Context: an optimization exercise on an open-source flow, tuned for small area and a short achievable clock period. The choices shown serve that exercise and are no tape-out recipe. No functional check of the RTL was part of any run shown here. No activity file was given, so power comes from the tool's default toggle rates.

==> flow/design.v <==
module adder(clk, rst, in_valid, operand_1, operand_2, out_valid, Sum);
input clk;
input rst;
input in_valid;
input [31:0] operand_1;
input [31:0] operand_2;
output out_valid;
output [31:0] Sum;
reg [1:0] valid;
always @(posedge clk)
    if (rst) valid <= 0;
    else valid <= {valid[0:0], in_valid};
assign out_valid = valid[1];
wire [30:0] op2_iw = operand_2[30:0];
wire [31:0] a = operand_1;
wire [30:0] b = op2_iw;
wire [8:0] d12 = {1'b0, a[30:23]} - {1'b0, b[30:23]};
wire [7:0] d21 = b[30:23] - a[30:23];
wire [7:0] cgt = a[30:23] & ~b[30:23];
wire [7:0] ceq = ~(a[30:23] ^ b[30:23]);
wire [3:0] cgt1, ceq1;
wire [1:0] cgt2, ceq2;
genvar ci;
generate for (ci = 0; ci < 4; ci = ci + 1) begin : cmp1
    assign cgt1[ci] = cgt[2*ci+1] | (ceq[2*ci+1] & cgt[2*ci]);
    assign ceq1[ci] = ceq[2*ci+1] & ceq[2*ci];
end endgenerate
generate for (ci = 0; ci < 2; ci = ci + 1) begin : cmp2
    assign cgt2[ci] = cgt1[2*ci+1] | (ceq1[2*ci+1] & cgt1[2*ci]);
    assign ceq2[ci] = ceq1[2*ci+1] & ceq1[2*ci];
end endgenerate
wire ge = cgt2[1] | (ceq2[1] & (cgt2[0] | ceq2[0]));
wire [7:0] dd = ge ? d12[7:0] : d21;
wire [0:0] sgn_aw = a[31];
wire [7:0] emax_aw = ge ? a[30:23] : b[30:23];
wire [22:0] fb_aw = ge ? a[22:0] : b[22:0];
wire [22:0] fs_aw = ge ? b[22:0] : a[22:0];
wire [4:0] sh_aw = dd[4:0];
wire [0:0] shz_aw = (dd[7:5] != 3'd0) || (dd[4:3] == 2'b11);
wire [23:0] x0 = {1'b1, fs_aw};
wire [23:0] x1 = sh_aw[0] ? (x0 >> 1) : x0;
wire [23:0] x2 = sh_aw[1] ? (x1 >> 2) : x1;
reg [0:0] sgn_s2;
reg [7:0] emax_s2;
reg [22:0] fb_s2;
reg [23:0] xs_s2;
reg [4:0] sh_s2;
reg [0:0] shz_s2;
always @(posedge clk) begin
    sgn_s2 <= sgn_aw;
    emax_s2 <= emax_aw;
    fb_s2 <= fb_aw;
    xs_s2 <= x2;
    sh_s2 <= sh_aw;
    shz_s2 <= shz_aw;
end
wire [23:0] xz2 = shz_s2 ? 24'd0 : xs_s2;
wire [23:0] x3 = sh_s2[2] ? (xz2 >> 4) : xz2;
wire [23:0] x4 = sh_s2[3] ? (x3 >> 8) : x3;
wire [23:0] x5 = sh_s2[4] ? (x4 >> 16) : x4;
wire [23:0] sml = x5;
wire [24:0] ms;
madd u_madd(.a({1'b1, fb_s2}), .b(sml), .s(ms));
reg [0:0] sgn_c;
reg [7:0] emax_c;
reg [23:0] ms_c;
always @(posedge clk) begin
    sgn_c <= sgn_s2;
    emax_c <= emax_s2;
    ms_c <= ms[24:1];
end
wire [23:0] msn = ms_c;
wire [7:0] e = emax_c + {7'd0, msn[23]};
wire [22:0] f = msn[23] ? msn[22:0] : {msn[21:0], 1'b0};
wire [31:0] res_dw = {sgn_c, e, f};
assign Sum = res_dw;
endmodule
module madd(a, b, s);
input [23:0] a;
input [23:0] b;
output [24:0] s;
wire [23:0] g0 = a & b;
wire [23:0] p0 = a ^ b;
wire g1_1 = g0[1] | (p0[1] & g0[0]);
wire p1_1 = p0[1] & p0[0];
wire g3_1 = g0[3] | (p0[3] & g0[2]);
wire p3_1 = p0[3] & p0[2];
wire g5_1 = g0[5] | (p0[5] & g0[4]);
wire p5_1 = p0[5] & p0[4];
wire g7_1 = g0[7] | (p0[7] & g0[6]);
wire p7_1 = p0[7] & p0[6];
wire g9_1 = g0[9] | (p0[9] & g0[8]);
wire p9_1 = p0[9] & p0[8];
wire g11_1 = g0[11] | (p0[11] & g0[10]);
wire p11_1 = p0[11] & p0[10];
wire g13_1 = g0[13] | (p0[13] & g0[12]);
wire p13_1 = p0[13] & p0[12];
wire g15_1 = g0[15] | (p0[15] & g0[14]);
wire p15_1 = p0[15] & p0[14];
wire g17_1 = g0[17] | (p0[17] & g0[16]);
wire p17_1 = p0[17] & p0[16];
wire g19_1 = g0[19] | (p0[19] & g0[18]);
wire p19_1 = p0[19] & p0[18];
wire g21_1 = g0[21] | (p0[21] & g0[20]);
wire p21_1 = p0[21] & p0[20];
wire g23_1 = g0[23] | (p0[23] & g0[22]);
wire p23_1 = p0[23] & p0[22];
wire g2_1 = g0[2] | (p0[2] & g1_1);
wire p2_1 = p0[2] & p1_1;
wire g3_2 = g3_1 | (p3_1 & g1_1);
wire p3_2 = p3_1 & p1_1;
wire g6_1 = g0[6] | (p0[6] & g5_1);
wire p6_1 = p0[6] & p5_1;
wire g7_2 = g7_1 | (p7_1 & g5_1);
wire p7_2 = p7_1 & p5_1;
wire g10_1 = g0[10] | (p0[10] & g9_1);
wire p10_1 = p0[10] & p9_1;
wire g11_2 = g11_1 | (p11_1 & g9_1);
wire p11_2 = p11_1 & p9_1;
wire g14_1 = g0[14] | (p0[14] & g13_1);
wire p14_1 = p0[14] & p13_1;
wire g15_2 = g15_1 | (p15_1 & g13_1);
wire p15_2 = p15_1 & p13_1;
wire g18_1 = g0[18] | (p0[18] & g17_1);
wire p18_1 = p0[18] & p17_1;
wire g19_2 = g19_1 | (p19_1 & g17_1);
wire p19_2 = p19_1 & p17_1;
wire g22_1 = g0[22] | (p0[22] & g21_1);
wire p22_1 = p0[22] & p21_1;
wire g23_2 = g23_1 | (p23_1 & g21_1);
wire p23_2 = p23_1 & p21_1;
wire g4_1 = g0[4] | (p0[4] & g3_2);
wire p4_1 = p0[4] & p3_2;
wire g5_2 = g5_1 | (p5_1 & g3_2);
wire p5_2 = p5_1 & p3_2;
wire g6_2 = g6_1 | (p6_1 & g3_2);
wire p6_2 = p6_1 & p3_2;
wire g7_3 = g7_2 | (p7_2 & g3_2);
wire p7_3 = p7_2 & p3_2;
wire g12_1 = g0[12] | (p0[12] & g11_2);
wire p12_1 = p0[12] & p11_2;
wire g13_2 = g13_1 | (p13_1 & g11_2);
wire p13_2 = p13_1 & p11_2;
wire g14_2 = g14_1 | (p14_1 & g11_2);
wire p14_2 = p14_1 & p11_2;
wire g15_3 = g15_2 | (p15_2 & g11_2);
wire p15_3 = p15_2 & p11_2;
wire g20_1 = g0[20] | (p0[20] & g19_2);
wire p20_1 = p0[20] & p19_2;
wire g21_2 = g21_1 | (p21_1 & g19_2);
wire p21_2 = p21_1 & p19_2;
wire g22_2 = g22_1 | (p22_1 & g19_2);
wire p22_2 = p22_1 & p19_2;
wire g23_3 = g23_2 | (p23_2 & g19_2);
wire p23_3 = p23_2 & p19_2;
wire g8_1 = g0[8] | (p0[8] & g7_3);
wire p8_1 = p0[8] & p7_3;
wire g9_2 = g9_1 | (p9_1 & g7_3);
wire p9_2 = p9_1 & p7_3;
wire g10_2 = g10_1 | (p10_1 & g7_3);
wire p10_2 = p10_1 & p7_3;
wire g11_3 = g11_2 | (p11_2 & g7_3);
wire p11_3 = p11_2 & p7_3;
wire g12_2 = g12_1 | (p12_1 & g7_3);
wire p12_2 = p12_1 & p7_3;
wire g13_3 = g13_2 | (p13_2 & g7_3);
wire p13_3 = p13_2 & p7_3;
wire g14_3 = g14_2 | (p14_2 & g7_3);
wire p14_3 = p14_2 & p7_3;
wire g15_4 = g15_3 | (p15_3 & g7_3);
wire p15_4 = p15_3 & p7_3;
wire g16_1 = g0[16] | (p0[16] & g15_4);
wire p16_1 = p0[16] & p15_4;
wire g17_2 = g17_1 | (p17_1 & g15_4);
wire p17_2 = p17_1 & p15_4;
wire g18_2 = g18_1 | (p18_1 & g15_4);
wire p18_2 = p18_1 & p15_4;
wire g19_3 = g19_2 | (p19_2 & g15_4);
wire p19_3 = p19_2 & p15_4;
wire g20_2 = g20_1 | (p20_1 & g15_4);
wire p20_2 = p20_1 & p15_4;
wire g21_3 = g21_2 | (p21_2 & g15_4);
wire p21_3 = p21_2 & p15_4;
wire g22_3 = g22_2 | (p22_2 & g15_4);
wire p22_3 = p22_2 & p15_4;
wire g23_4 = g23_3 | (p23_3 & g15_4);
wire p23_4 = p23_3 & p15_4;
assign s[0] = p0[0];
assign s[1] = p0[1] ^ g0[0];
assign s[2] = p0[2] ^ g1_1;
assign s[3] = p0[3] ^ g2_1;
assign s[4] = p0[4] ^ g3_2;
assign s[5] = p0[5] ^ g4_1;
assign s[6] = p0[6] ^ g5_2;
assign s[7] = p0[7] ^ g6_2;
assign s[8] = p0[8] ^ g7_3;
assign s[9] = p0[9] ^ g8_1;
assign s[10] = p0[10] ^ g9_2;
assign s[11] = p0[11] ^ g10_2;
assign s[12] = p0[12] ^ g11_3;
assign s[13] = p0[13] ^ g12_2;
assign s[14] = p0[14] ^ g13_3;
assign s[15] = p0[15] ^ g14_3;
assign s[16] = p0[16] ^ g15_4;
assign s[17] = p0[17] ^ g16_1;
assign s[18] = p0[18] ^ g17_2;
assign s[19] = p0[19] ^ g18_2;
assign s[20] = p0[20] ^ g19_3;
assign s[21] = p0[21] ^ g20_2;
assign s[22] = p0[22] ^ g21_3;
assign s[23] = p0[23] ^ g22_3;
assign s[24] = g23_4;
endmodule
==> flow/flow/run.sh <==
#!/bin/bash
# Standard layout with two changes:
#  - synthesis leaves the adder logic to ABC instead of first mapping it to
#    the library's full- and half-adder cells (ADDER_MAP_FILE empty); the
#    registers are not affected;
#  - plain buf_1 cells as the port buffers.
export BUFFER_PORTS_ARGS="-buffer_cell sky130_fd_sc_hd__buf_1"
bash standard.sh ADDER_MAP_FILE= finish > standard.log 2>&1
==> flow/standard.sh <==
#!/bin/bash
# synth_recipe.tcl (not shown) runs the flow's synth.tcl, then flattens the netlist and writes it again
# the make line also repeats each setting of config.mk as NAME=value (left out here)
make -C /OpenROAD-flow-scripts/flow DESIGN_CONFIG=/design/flow/config.mk WORK_HOME=/design/flow/orfs CLKGATE_MAP_FILE= SYNTH_SCRIPT=/design/flow/synth_recipe.tcl "${@:-finish}"
==> flow/config.mk <==
export PLATFORM = sky130hd
export DESIGN_NAME = adder
export DESIGN_NICKNAME = adder
export VERILOG_FILES = /design/flow/design.v
export SDC_FILE = /design/flow/constraint.sdc
export NUM_CORES = 4
export LEC_CHECK = 0
export ABC_AREA = 1
export CAP_MARGIN = 20
export CORE_MARGIN = 2
export CORE_UTILIZATION = 40
export CTS_BUF_LIST = sky130_fd_sc_hd__clkbuf_4 sky130_fd_sc_hd__clkbuf_8
export SETUP_SLACK_MARGIN = 1.5
export SLEW_MARGIN = 20
==> flow/constraint.sdc <==
create_clock -name core_clock -period 4.0 [get_ports {clk}]
set_input_delay 0.8000 -clock core_clock [delete_from_list [all_inputs] [get_ports {clk}]]
set_output_delay 0.8000 -clock core_clock [all_outputs]
set_load 0.01 [all_outputs]
==> results.sh, run 1 <==
export IMPL_grt_pass1_wl_microns=23900
export IMPL_area_growth_pct=16.7
export IMPL_cts_root_buf="clkbuf_8"
export IMPL_synth_edf_count=0
export IMPL_port_buffers=98
export IMPL_cts_buffer_depth=2
export IMPL_reg2reg_to="ms_c[22]"
export IMPL_routed_wl_microns=15200
export IMPL_synth_seq_cells=95
export IMPL_regToRegStartpoint="shz_s2"
export IMPL_maxCapViolations=0
export IMPL_preCtsSetupSlack_ps=862
export IMPL_syn_avg_cell_area_sq_um=5.91
export IMPL_drive_gt1_share_pct=9.52
export IMPL_crit_path_end="Sum[30]"
export IMPL_crit_fanout=3
export IMPL_grt_max_degree=48
export IMPL_synth_top_area_share_pct=32.1
export IMPL_hpwl_microns=11400
export IMPL_yosys_mux_area_fraction_pct=0.169
export IMPL_drcViolationCount=0
export IMPL_fin_util_pct=47.6
export IMPL_tritoncts="yes"
export IMPL_nFillCells=1619
export IMPL_cp_num_buf_inv=1
export IMPL_clk_latency_ps=370
export IMPL_die_h_microns=126
export IMPL_hold_buffers=0
export IMPL_yosysSeqAreaShare_pct=32.1
export IMPL_reg2regPathDepth=14
export IMPL_fin_crit_ps=2450
export IMPL_yosysTopAreaCell="dfxtp_1"
export IMPL_crit_type="flop to output pin"
export IMPL_grt_pass1_vias=5014
export IMPL_dieArea_sq_um=15800
export IMPL_start_util_pct=40.8
export IMPL_path_delay_family="simple AND/OR/NAND/NOR gates"
export IMPL_cp_cell_sequence="nand2_4 > nor2_4 > nand2_1 > nor2_2 > and2_4 > nand2_2 > xnor2_1 > buf_2"
export IMPL_diodes=0
export IMPL_p_leak_nw=3.57
export IMPL_via_per_inst=4.75
export IMPL_cts_sinks=95
export IMPL_vias=6107
export IMPL_slew_viol_final=0
export IMPL_synth_cell_types=40
export IMPL_place_gp_congestion=0.912
export IMPL_powerDensity_nw_per_um2=445
export IMPL_die_w_microns=126
export IMPL_grt_overflow=0
export IMPL_synth_compound_area_share_pct=13.4
export IMPL_synth_xor_area_share_pct=3.25
export IMPL_synthSimpleGateAreaFrac_pct=39.1
export IMPL_setup_viol=0
export IMPL_synth_area_top_cells="dfxtp_1 (32%), nand2_1 (25%), inv_1 (8.1%), o21ai_0 (5.7%), nand3_1 (5.5%)"
export IMPL_fin_nets=1166
export IMPL_end_kind="output pin"
export IMPL_worstPathArrival_ps=1650
export IMPL_drtIter0Drc=317
export IMPL_fin_worst_skew_ps=6.79
export IMPL_yosys_area_share_adder_pct=0
export IMPL_dpl_cell_count=1255
export IMPL_fmax_mhz=409
export IMPL_rsz0062_at_grt="yes"
export IMPL_io_pins=100
export IMPL_slowest_delay_ps=370
export IMPL_placed_area_sq_um=6390
export IMPL_slew_headroom_pct=52.4
export IMPL_worst_slack_ps=1550
export IMPL_ir_worst_vdd_mv=0.156
export IMPL_status="complete, no violations"
export IMPL_hold_slack_ps=328
export IMPL_dr_pass1_iters=5
export IMPL_path_clk_slew_ps=80
export IMPL_hold_viol=0
export IMPL_async_flop_share_pct=0
export IMPL_r2r_setup_slack_ps=1660
export IMPL_fin_tns_setup_ps=0
export IMPL_crit_slowest_cell="dfxtp_4"
export IMPL_wl_per_cell_microns=11.8
export IMPL_htreeDepth=3
export IMPL_startpoint="emax_c[0]"
export IMPL_netlist_area_sq_um=5930
export IMPL_hold_class="flop to flop"
export IMPL_ant_nets=0
export IMPL_synth_top_family_by_area="simple AND/OR/NAND/NOR gates"
export IMPL_yosys_warnings=1
export IMPL_finalCritPeriodShare_pct=61.2
export IMPL_synthFlopType="dfxtp_1"
export IMPL_cts_buffers=9
export IMPL_power_mw=3.08
export IMPL_stdcell_area_sq_um=6930
export IMPL_layoutNonFillerInstCount=1287
export IMPL_critPathLaunchType="flop"
export IMPL_path_depth=8
export IMPL_antenna_found_initial=0
export IMPL_min_from="emax_s2[0]"
export IMPL_rows=44
export IMPL_synth_cells=1004
export IMPL_core_sq_um=14500
export IMPL_track_usage_pct=18.3
export IMPL_syn_nets=1071
export IMPL_worstMarginPinSlew_ps=714
export IMPL_cp_data_required_time_ps=3200
==> what timing repair did <==
| action | CTS | global route |
|---|---|---|
| cloned | 1 | 4 |
| endpoints found under the setup margin | 50 | 53 |
| endpoints found under the hold margin | 0 | 0 |
| resized for setup | 20 | 51 |
| pin swaps | 1 | 11 |
| setup buffers | 0 | 12 |
==> layer usage <==
layer	share of wire, %	global-route usage [%]	up-vias
met5	0	0	-
met4	1.8	5.82	0
met3	6.4	3.31	21
met2	42	26.0	202
met1	50	27.9	2574
li1	-	-	3310
==> power by group <==
part           switching (mW)  internal [mW]
logic                   0.792          0.434
registers               0.124           1.16
clock network           0.318          0.252
==> synthesized netlist by cell type (all sizes together) (2+ instances only) <==
master  number
buf         21
a21oi       28
xor2        18
inv        139
o21bai       3
nor2        78
a221oi       2
o211ai       5
a21boi       4
dfxtp       95
nand3       67
o21ai       92
nand4       10
xnor2        4
a31oi        2
nor3         6
nand3b       3
clkbuf      17
a31o         3
or2          2
nand2      399
==> worst min path at each step <==
stage                endpoint  slack, ps  depth (start not counted)
floorplan           emax_c[0]        310                          0
global placement    emax_c[7]        310                          0
detailed placement  emax_c[2]        310                          0
CTS                 emax_c[0]        330                          0
global route        emax_c[1]        340                          0
finish              emax_c[0]        330                          0
==> worst register-to-register path: stages (launching register included) <==
cell	delay [ps]
dfxtp_2	390
clkinv_4	140
nand2_1	130
o211ai_1	340
nand4_1	230
nand2_1	150
nor2_1	70
nand2_1	60
nand2_1	140
a21oi_2	230
nand2_4	100
nand2_1	90
nand2_1	50
nand2_1	50
nand2_1	50
==> registers in the layout, summed over array words and instances, names as in the netlist <==
name     flops
shz_s2       1
sgn_c        1
emax_c       8
valid        2
sgn_s2       1
sh_s2        3
xs_s2       24
emax_s2      8
ms_c        24
fb_s2       23
==> cells by family (layout without fill, tap and decap cells) <==
kind of cell	count (synthesis)	in the layout
buffers and inverters	177	276
multiplexers	1	1
XOR/XNOR	22	22
AO/OA/AOI/OAI	143	143
AND/OR/NAND/NOR	566	566
flip-flops	95	95
==> layout by cell type, fill, tap and decap left out, types with 4 or more instances in the layout <==
| master | n |
|---|---|
| nand2_1 | 385 |
| inv_1 | 127 |
| buf_1 | 95 |
| dfxtp_1 | 88 |
| nand3_1 | 64 |
| o21ai_0 | 63 |
| nor2_1 | 62 |
| a21oi_1 | 27 |
| o21ai_1 | 26 |
| xor2_1 | 18 |
| buf_4 | 14 |
| nor2_2 | 11 |
| nand2_2 | 10 |
| nand4_1 | 10 |
| clkbuf_8 | 10 |
| inv_2 | 7 |
| nor2_4 | 5 |
| clkinvlp_4 | 5 |
| nor3_1 | 5 |
| o211ai_1 | 5 |
| dfxtp_2 | 5 |
| nand2_4 | 4 |
| xnor2_1 | 4 |
| buf_12 | 4 |
==> cell type report <==
type / count / area (sq um) / area share (%)
Tap cell: 184 / 230 / 3.32
Inverter: 139 / 548 / 7.91
Multi-Input combinational cell: 732 / 3400 / 49.1
Clock inverter: 3 / 20.0 / 0.289
Timing Repair inverter: 2 / 15.0 / 0.217
Clock buffer: 12 / 153 / 2.20
Sequential cell: 95 / 1920 / 27.7
Timing Repair Buffer: 120 / 643 / 9.29
==> inputs of run 2 (changes only) <==
--- a/flow/config.mk
+++ b/flow/config.mk
@@ -12,3 +12,3 @@
 export CTS_BUF_LIST = sky130_fd_sc_hd__clkbuf_4 sky130_fd_sc_hd__clkbuf_8
-export SETUP_SLACK_MARGIN = 1.5
+export SETUP_SLACK_MARGIN = 1.7
 export SLEW_MARGIN = 20
==> run 2 against run 1 <==
Power is 11% higher. Sequential share of layout area down 2.7 points. Non-clock buffer count is 32 higher. Wire length rose by 11%. Synthesized cell count unchanged. Critical path depth did not move. Synthesized area stayed put.
==> results.sh, run 2 <==
export IMPL_synth_edf_count=0
export IMPL_cts_sinks=95
export IMPL_cp_data_required_time_ps=3200
export IMPL_via_per_inst=4.75
export IMPL_dieArea_sq_um=15800
export IMPL_synth_top_area_share_pct=32.1
export IMPL_finalCritPeriodShare_pct=58.2
export IMPL_slew_viol_final=0
export IMPL_yosysSeqAreaShare_pct=32.1
export IMPL_async_flop_share_pct=0
export IMPL_fin_worst_skew_ps=16.5
export IMPL_rsz0062_at_grt="yes"
export IMPL_synth_area_top_cells="dfxtp_1 (32%), nand2_1 (25%), inv_1 (8.1%), o21ai_0 (5.7%), nand3_1 (5.5%)"
export IMPL_slowest_delay_ps=340
export IMPL_drtIter0Drc=347
export IMPL_core_sq_um=14500
export IMPL_wl_per_cell_microns=12.7
export IMPL_synth_xor_area_share_pct=3.25
export IMPL_path_clk_slew_ps=90
export IMPL_synth_seq_cells=95
export IMPL_final_cell_mix="nand2_1 (354), inv_1 (122), buf_1 (89)"
export IMPL_hold_class="flop to flop"
export IMPL_multi_input_comb_area_sq_um=3790
export IMPL_cts_root_buf="clkbuf_8"
export IMPL_hold_viol=0
export IMPL_fmax_mhz=430
export IMPL_cts_buffers=9
export IMPL_min_from="emax_s2[1]"
export IMPL_grt_pass1_wl_microns=25300
export IMPL_place_gp_congestion=0.931
export IMPL_die_w_microns=126
export IMPL_netlist_area_sq_um=5930
export IMPL_powerDensity_nw_per_um2=443
export IMPL_regToRegStartpoint="shz_s2"
export IMPL_yosysTopAreaCell="dfxtp_1"
export IMPL_slew_headroom_pct=55.4
export IMPL_routed_wl_microns=16800
export IMPL_top_regs="ms_c x24, xs_s2 x24, fb_s2 x23"
export IMPL_fin_tns_setup_ps=0
export IMPL_synth_cells=1004
export IMPL_crit_slowest_cell="dfxtp_2"
export IMPL_yosys_area_share_adder_pct=0
export IMPL_antenna_found_initial=0
export IMPL_tritoncts="yes"
export IMPL_cts_buffer_depth=2
export IMPL_maxCapViolations=0
export IMPL_seq_area_sq_um=1920
export IMPL_setup_viol=0
export IMPL_synthSimpleGateAreaFrac_pct=39.1
export IMPL_critPathMostFrequentCell="nand2_2"
export IMPL_worstPathArrival_ps=1530
export IMPL_synthFlopType="dfxtp_1"
export IMPL_start_util_pct=40.8
export IMPL_track_usage_pct=19.7
export IMPL_synth_compound_area_share_pct=13.4
export IMPL_status="complete, no violations"
export IMPL_mostFrequentLayoutCell="nand2_1"
export IMPL_die_h_microns=126
export IMPL_worstMarginPinSlew_ps=668
export IMPL_syn_nets=1071
export IMPL_rows=44
export IMPL_diodes=0
export IMPL_hpwl_microns=11500
export IMPL_nFillCells=1527
export IMPL_worst_slack_ps=1670
export IMPL_clk_latency_ps=390
export IMPL_startpoint="ms_c[23]"
export IMPL_grt_overflow=0
export IMPL_ys_top_cells_by_count="nand2_1 (393), inv_1 (128), dfxtp_1 (95), nor2_1 (70), o21ai_0 (68)"
export IMPL_hold_buffers=0
export IMPL_synth_cell_types=40
export IMPL_p_leak_nw=3.93
export IMPL_htreeDepth=3
export IMPL_cp_cell_sequence="nand2_2 > nor2_4 > nand2_2 > nor2_2 > and2_4 > nand2_2 > xnor2_1 > buf_2"
export IMPL_io_pins=100
export IMPL_synth_top_family_by_area="simple AND/OR/NAND/NOR gates"
export IMPL_grt_pass1_vias=5276
export IMPL_fin_crit_ps=2330
export IMPL_vias=6294
export IMPL_fin_nets=1203
export IMPL_crit_type="flop to output pin"
export IMPL_drcViolationCount=0
export IMPL_ant_nets=0
export IMPL_synth_most_common_cell="nand2_1"
export IMPL_yosys_warnings=1
export IMPL_syn_avg_cell_area_sq_um=5.91
export IMPL_yosys_mux_area_fraction_pct=0.169
export IMPL_area_growth_pct=29.8
export IMPL_grt_max_degree=54
export IMPL_drive_gt1_share_pct=19.8
export IMPL_dr_pass1_iters=5
export IMPL_end_kind="output pin"
export IMPL_ir_worst_vdd_mv=0.192
export IMPL_critPathLaunchType="flop"
export IMPL_preCtsSetupSlack_ps=625
export IMPL_port_buffers=98
export IMPL_crit_fanout=3
==> run 2: final timing paths <==
check	endpoint	slack, ps	depth (start not counted)
worst max-delay path	Sum[30]	1670	8
worst min-delay path	emax_c[1]	330	0
worst max register to register	ms_c[22]	1710	15
worst min register to register	emax_c[1]	330	0
==> run 2: final cells by class <==
class | count | area share [%]
clock inverters | 4 | 0.715
repair inverters | 6 | 0.682
clock buffers | 11 | 1.88
well taps | 184 | 2.99
inverters | 139 | 7.59
flip-flops and latches | 95 | 24.9
multi-input cells | 733 | 49.2
repair buffers | 152 | 12.0
==> run 2: logic make-up (layout without fill, tap and decap cells) <==
kind of cell,Yosys count,in the layout
multiplexers,1,1
AND/OR/NAND/NOR,566,567
flip-flops,95,95
buffers and inverters,177,312
AO/OA/AOI/OAI,143,143
XOR/XNOR,22,22
==> run 2: report_power, final <==
part	switching, mW	leakage (nW)	internal, mW
combinational	0.907	3.03	0.556
clock	0.336	0.0994	0.313
sequential	0.137	0.800	1.16
total	1.38	3.93	2.03
==> run 2: metrics by stage <==
| stage | hold slack (ps) | instances | area (sq um) | power, mW | utilization (%) |
|---|---|---|---|---|---|
| after floorplan | 310 | 1004 | 6020 | 2.15 | - |
| after global placement | 310 | 1253 | 6430 | 2.42 | 44.3 |
| after detailed placement | 312 | 1253 | 6430 | 2.43 | 44.3 |
| after CTS | 330 | 1293 | 7000 | 3.19 | 48.1 |
| after global routing | 337 | 1324 | 7700 | 3.66 | 53.0 |
| final | 332 | 1324 | 7700 | 3.41 | 53.0 |
==> run 2: metal layers <==
| layer | vias up | track usage, % | wire length [microns] |
|---|---|---|---|
| met5 | - | 0 | 0 |
| met4 | 0 | 5.95 | 372 |
| met3 | 27 | 4.59 | 847 |
| met2 | 175 | 29.8 | 7450 |
| met1 | 2706 | 28.0 | 8130 |
| li1 | 3386 | - | - |
==> run 2: critical path: cells and delay by family, from the launching register on <==
family                 cells  cell delay [ps]
flip-flops                 1              340
buffers and inverters      1              140
XOR/XNOR                   1              110
AND/OR/NAND/NOR            6              550
==> run 2: what timing repair did <==
item                                    4_1_cts  5_1_grt
setup buffers                                17       28
gates resized for setup                      49      127
endpoints found under the setup margin       84       95
pin swaps                                     9       37
cloned                                        8        3
==> inputs of run 3 (changes only) <==
--- a/flow/design.v
+++ b/flow/design.v
@@ -16,4 +16,7 @@
 wire [30:0] b = op2_iw;
-wire [8:0] d12 = {1'b0, a[30:23]} - {1'b0, b[30:23]};
-wire [7:0] d21 = b[30:23] - a[30:23];
+wire [9:0] s12, s21;
+esub u_s12(.a({a[30:23], 1'b1}), .b({~b[30:23], 1'b1}), .s(s12));
+esub u_s21(.a({b[30:23], 1'b1}), .b({~a[30:23], 1'b1}), .s(s21));
+wire [8:0] d12 = {~s12[9], s12[8:1]};
+wire [7:0] d21 = s21[8:1];
 wire [7:0] cgt = a[30:23] & ~b[30:23];
@@ -76,2 +79,45 @@
 assign Sum = res_dw;
+endmodule
+module esub(a, b, s);
+input [8:0] a;
+input [8:0] b;
+output [9:0] s;
+wire [8:0] g0 = a & b;
+wire [8:0] p0 = a ^ b;
+wire g1_1 = g0[1] | (p0[1] & g0[0]);
+wire p1_1 = p0[1] & p0[0];
+wire g3_1 = g0[3] | (p0[3] & g0[2]);
+wire p3_1 = p0[3] & p0[2];
+wire g5_1 = g0[5] | (p0[5] & g0[4]);
+wire p5_1 = p0[5] & p0[4];
+wire g7_1 = g0[7] | (p0[7] & g0[6]);
+wire p7_1 = p0[7] & p0[6];
+wire g2_1 = g0[2] | (p0[2] & g1_1);
+wire p2_1 = p0[2] & p1_1;
+wire g3_2 = g3_1 | (p3_1 & g1_1);
+wire p3_2 = p3_1 & p1_1;
+wire g6_1 = g0[6] | (p0[6] & g5_1);
+wire p6_1 = p0[6] & p5_1;
+wire g7_2 = g7_1 | (p7_1 & g5_1);
+wire p7_2 = p7_1 & p5_1;
+wire g4_1 = g0[4] | (p0[4] & g3_2);
+wire p4_1 = p0[4] & p3_2;
+wire g5_2 = g5_1 | (p5_1 & g3_2);
+wire p5_2 = p5_1 & p3_2;
+wire g6_2 = g6_1 | (p6_1 & g3_2);
+wire p6_2 = p6_1 & p3_2;
+wire g7_3 = g7_2 | (p7_2 & g3_2);
+wire p7_3 = p7_2 & p3_2;
+wire g8_1 = g0[8] | (p0[8] & g7_3);
+wire p8_1 = p0[8] & p7_3;
+assign s[0] = p0[0];
+assign s[1] = p0[1] ^ g0[0];
+assign s[2] = p0[2] ^ g1_1;
+assign s[3] = p0[3] ^ g2_1;
+assign s[4] = p0[4] ^ g3_2;
+assign s[5] = p0[5] ^ g4_1;
+assign s[6] = p0[6] ^ g5_2;
+assign s[7] = p0[7] ^ g6_2;
+assign s[8] = p0[8] ^ g7_3;
+assign s[9] = g8_1;
 endmodule
--- a/flow/config.mk
+++ b/flow/config.mk
@@ -12,3 +12,3 @@
 export CTS_BUF_LIST = sky130_fd_sc_hd__clkbuf_4 sky130_fd_sc_hd__clkbuf_8
-export SETUP_SLACK_MARGIN = 1.7
+export SETUP_SLACK_MARGIN = 1.6
 export SLEW_MARGIN = 20
==> run 3 against run 2 <==
Still clean. Worst setup slack got worse by 92 ps. Clock skew increased by 4.6 ps. Cell area decreased by 7.8%. Clock power increased by 3%. Sequential share of layout area increased by 2.1 points.
==> results.sh, run 3 <==
export IMPL_hold_buffers=0
export IMPL_yosysTopAreaCell="dfxtp_1"
export IMPL_drive_gt1_share_pct=13.4
export IMPL_rsz0062_at_grt="yes"
export IMPL_dieArea_sq_um=15900
export IMPL_synth_xor_area_share_pct=3.82
export IMPL_synth_top_family_by_area="simple AND/OR/NAND/NOR gates"
export IMPL_placed_area_sq_um=6410
export IMPL_layoutNonFillerInstCount=1265
export IMPL_fmax_mhz=413
export IMPL_syn_avg_cell_area_sq_um=6.15
export IMPL_routed_wl_microns=15300
export IMPL_synthFlopType="dfxtp_1"
export IMPL_die_w_microns=126
export IMPL_antenna_found_initial=0
export IMPL_via_per_inst=4.75
export IMPL_die_h_microns=126
export IMPL_stdcell_area_sq_um=7100
export IMPL_wl_met2_microns=6660
export IMPL_ir_worst_vdd_mv=0.188
export IMPL_maxCapViolations=0
export IMPL_critPathLaunchType="flop"
export IMPL_status="complete, no violations"
export IMPL_ant_nets=0
export IMPL_drtIter0Drc=289
export IMPL_grt_max_degree=48
export IMPL_synth_area_top_cells="dfxtp_1 (32%), nand2_1 (20%), nand3_1 (8.1%), inv_1 (7.8%), o21ai_0 (6.8%)"
export IMPL_nFillCells=1544
export IMPL_mostFrequentLayoutCell="nand2_1"
export IMPL_area_growth_pct=19.0
export IMPL_async_flop_share_pct=0
export IMPL_crit_type="flop to output pin"
export IMPL_wl_met3_microns=741
export IMPL_clk_latency_ps=400
export IMPL_setup_viol=0
export IMPL_cp_data_required_time_ps=3200
export IMPL_track_usage_pct=19.1
export IMPL_multi_input_comb_area_sq_um=3530
export IMPL_powerDensity_nw_per_um2=476
export IMPL_crit_fanout=3
export IMPL_worstPathArrival_ps=1620
export IMPL_power_mw=3.38
export IMPL_synth_compound_area_share_pct=12.9
export IMPL_netlist_area_sq_um=5970
export IMPL_ys_top_cells_by_count="nand2_1 (322), inv_1 (124), nand3_1 (97), dfxtp_1 (95), o21ai_0 (81)"
export IMPL_fin_crit_ps=2420
export IMPL_hpwl_microns=11000
export IMPL_synth_most_common_cell="nand2_1"
export IMPL_io_pins=100
export IMPL_drcViolationCount=0
export IMPL_wl_per_cell_microns=12.1
export IMPL_hold_viol=0
export IMPL_yosysSeqAreaShare_pct=31.9
export IMPL_vias=6011
export IMPL_dr_pass1_iters=6
export IMPL_wirelength_met1_microns=7610
export IMPL_synth_top_area_share_pct=31.9
export IMPL_path_clk_slew_ps=100
export IMPL_htreeDepth=3
export IMPL_synthSimpleGateAreaFrac_pct=39.4
export IMPL_yosys_warnings=1
export IMPL_synth_edf_count=0
export IMPL_grt_pass1_vias=5224
export IMPL_cts_sinks=95
export IMPL_tritoncts="yes"
export IMPL_fin_tns_setup_ps=0
export IMPL_top_layer="met4"
export IMPL_rows=44
export IMPL_hold_class="flop to flop"
export IMPL_dpl_cell_count=1219
export IMPL_top_regs="ms_c x24, xs_s2 x24, fb_s2 x23"
export IMPL_fin_nets=1143
export IMPL_diodes=0
export IMPL_final_cell_mix="nand2_1 (312), inv_1 (122), buf_1 (96)"
export IMPL_end_kind="output pin"
export IMPL_port_buffers=98
export IMPL_synth_seq_cells=95
export IMPL_fin_worst_skew_ps=21.0
export IMPL_syn_nets=1037
export IMPL_slew_viol_final=0
export IMPL_preCtsSetupSlack_ps=765
export IMPL_place_gp_congestion=0.860
export IMPL_cts_root_buf="clkbuf_8"
export IMPL_finalCritPeriodShare_pct=60.5
export IMPL_cts_buffer_depth=2
export IMPL_grt_pass1_wl_microns=24800
export IMPL_synth_cell_types=41
export IMPL_start_util_pct=41.0
export IMPL_synth_cells=970
export IMPL_worst_slack_ps=1580
export IMPL_yosys_area_share_adder_pct=0
export IMPL_grt_overflow=0
export IMPL_p_leak_nw=3.56
export IMPL_slew_headroom_pct=51.8
export IMPL_cts_buffers=9
export IMPL_seq_area_sq_um=1920
export IMPL_core_sq_um=14500
export IMPL_worstMarginPinSlew_ps=722
export IMPL_yosys_mux_area_fraction_pct=0
run 3: cell count changes in the layout (fill, tap and decap cells not counted), sizes merged, moves of 2 or more:
| cell | previous run | this run |
|---|---|---|
| clkinvlp | 6 | 9 |
| nand2 | 400 | 342 |
| buf | 143 | 123 |
| xor2 | 18 | 20 |
| nor2 | 78 | 72 |
| inv | 140 | 136 |
| xnor2 | 4 | 6 |
| nand3 | 67 | 103 |
| clkbuf | 18 | 10 |
run 3: path summary, 6_finish.rpt:
kind         startpoint        end  slack (ps)  cells after the start
max            ms_c[23]    Sum[30]        1580                      8
min          emax_s2[0]  emax_c[0]         330                      0
max reg2reg    sh_s2[3]   ms_c[22]        1790                     14
min reg2reg  emax_s2[0]  emax_c[0]         330                      0
run 3: metal layers:
metal / vias up / global-route usage, %
met1: 2551 / 27.4
met5: - / 0
li1: 3267 / -
met3: 27 / 2.76
met2: 166 / 29.0
met4: 0 / 7.30
run 3: logic make-up (layout without fill, tap and decap cells):
logic type,after synthesis,in the layout
xor+xnor,26,26
compound gates,139,139
flops,95,95
simple gates,537,540
buf+inv,173,281
run 3: area by class of cell:
class                           count  area share [%]
Clock buffer                        9            1.75
Multi-Input combinational cell    705            49.7
Clock inverter                      7            1.11
Tap cell                          184            3.24
Timing Repair inverter              5           0.529
Inverter                          135            7.49
Timing Repair Buffer              125            9.18
Sequential cell                    95            27.0
run 3: repair_timing:
item	4_1_cts	5_1_grt
pin swaps	5	13
buffers inserted	6	14
gates resized for setup	29	51
endpoints found under the setup margin	47	78
cloned	7	3
run 3: through the flow:
stage                     hold slack (ps)  util [%]
after CTS                             332      46.8
after global routing                  334      48.8
final                                 332      48.8
after global placement                310      44.1
after detailed placement              312      44.1
after floorplan                       310         -
run 3: critical path: stages, from the launching register on:
cell and delay, ps:
dfxtp_2 350, nand2_2 80, nor2_4 130, nand2_2 80, nor2_4 100, and2_4 180
nand2_4 50, xnor2_2 130, buf_2 140
run 3: report_power, final:
group / switching [mW] / total [mW] / internal, mW
combinational: 0.888 / 1.39 / 0.504
sequential: 0.140 / 1.32 / 1.18
clock: 0.372 / 0.668 / 0.296

[afterwards: timing with drivers on the ports]
No port has a modelled driver above. Below, the same layouts with a new extraction and two added sets of constraints.
Step 1 (the two cells are an assumption about what drives the block):
set clk [get_ports {clk}]
set_driving_cell -lib_cell sky130_fd_sc_hd__clkbuf_16 $clk
set_driving_cell -lib_cell sky130_fd_sc_hd__buf_2 [delete_from_list [all_inputs] $clk]
Step 2 times the ports against the registers' clock, not the clock port: input delays grow and output delays shrink by t, the midpoint of the rising clock arrivals with the driver on.
Three values: no drivers, after step 1, after step 2; two values: the first two.
| run | t (ns) | setup slack, ns | clock arrival spread, ns |
|---|---|---|---|
| run 1 | 0.401 | 1.552 / 1.518 / 1.239 | 0.007 / 0.008 |
| run 2 | 0.417 | 1.672 / 1.637 / 1.337 | 0.016 / 0.016 |
| run 3 | 0.421 | 1.580 / 1.545 / 1.302 | 0.021 / 0.021 |
After both steps every run listed still meets setup and hold. For run 2, which loses most, drivers alone change the setup slack by -0.035 ns; drivers and shift together by -0.335 ns.
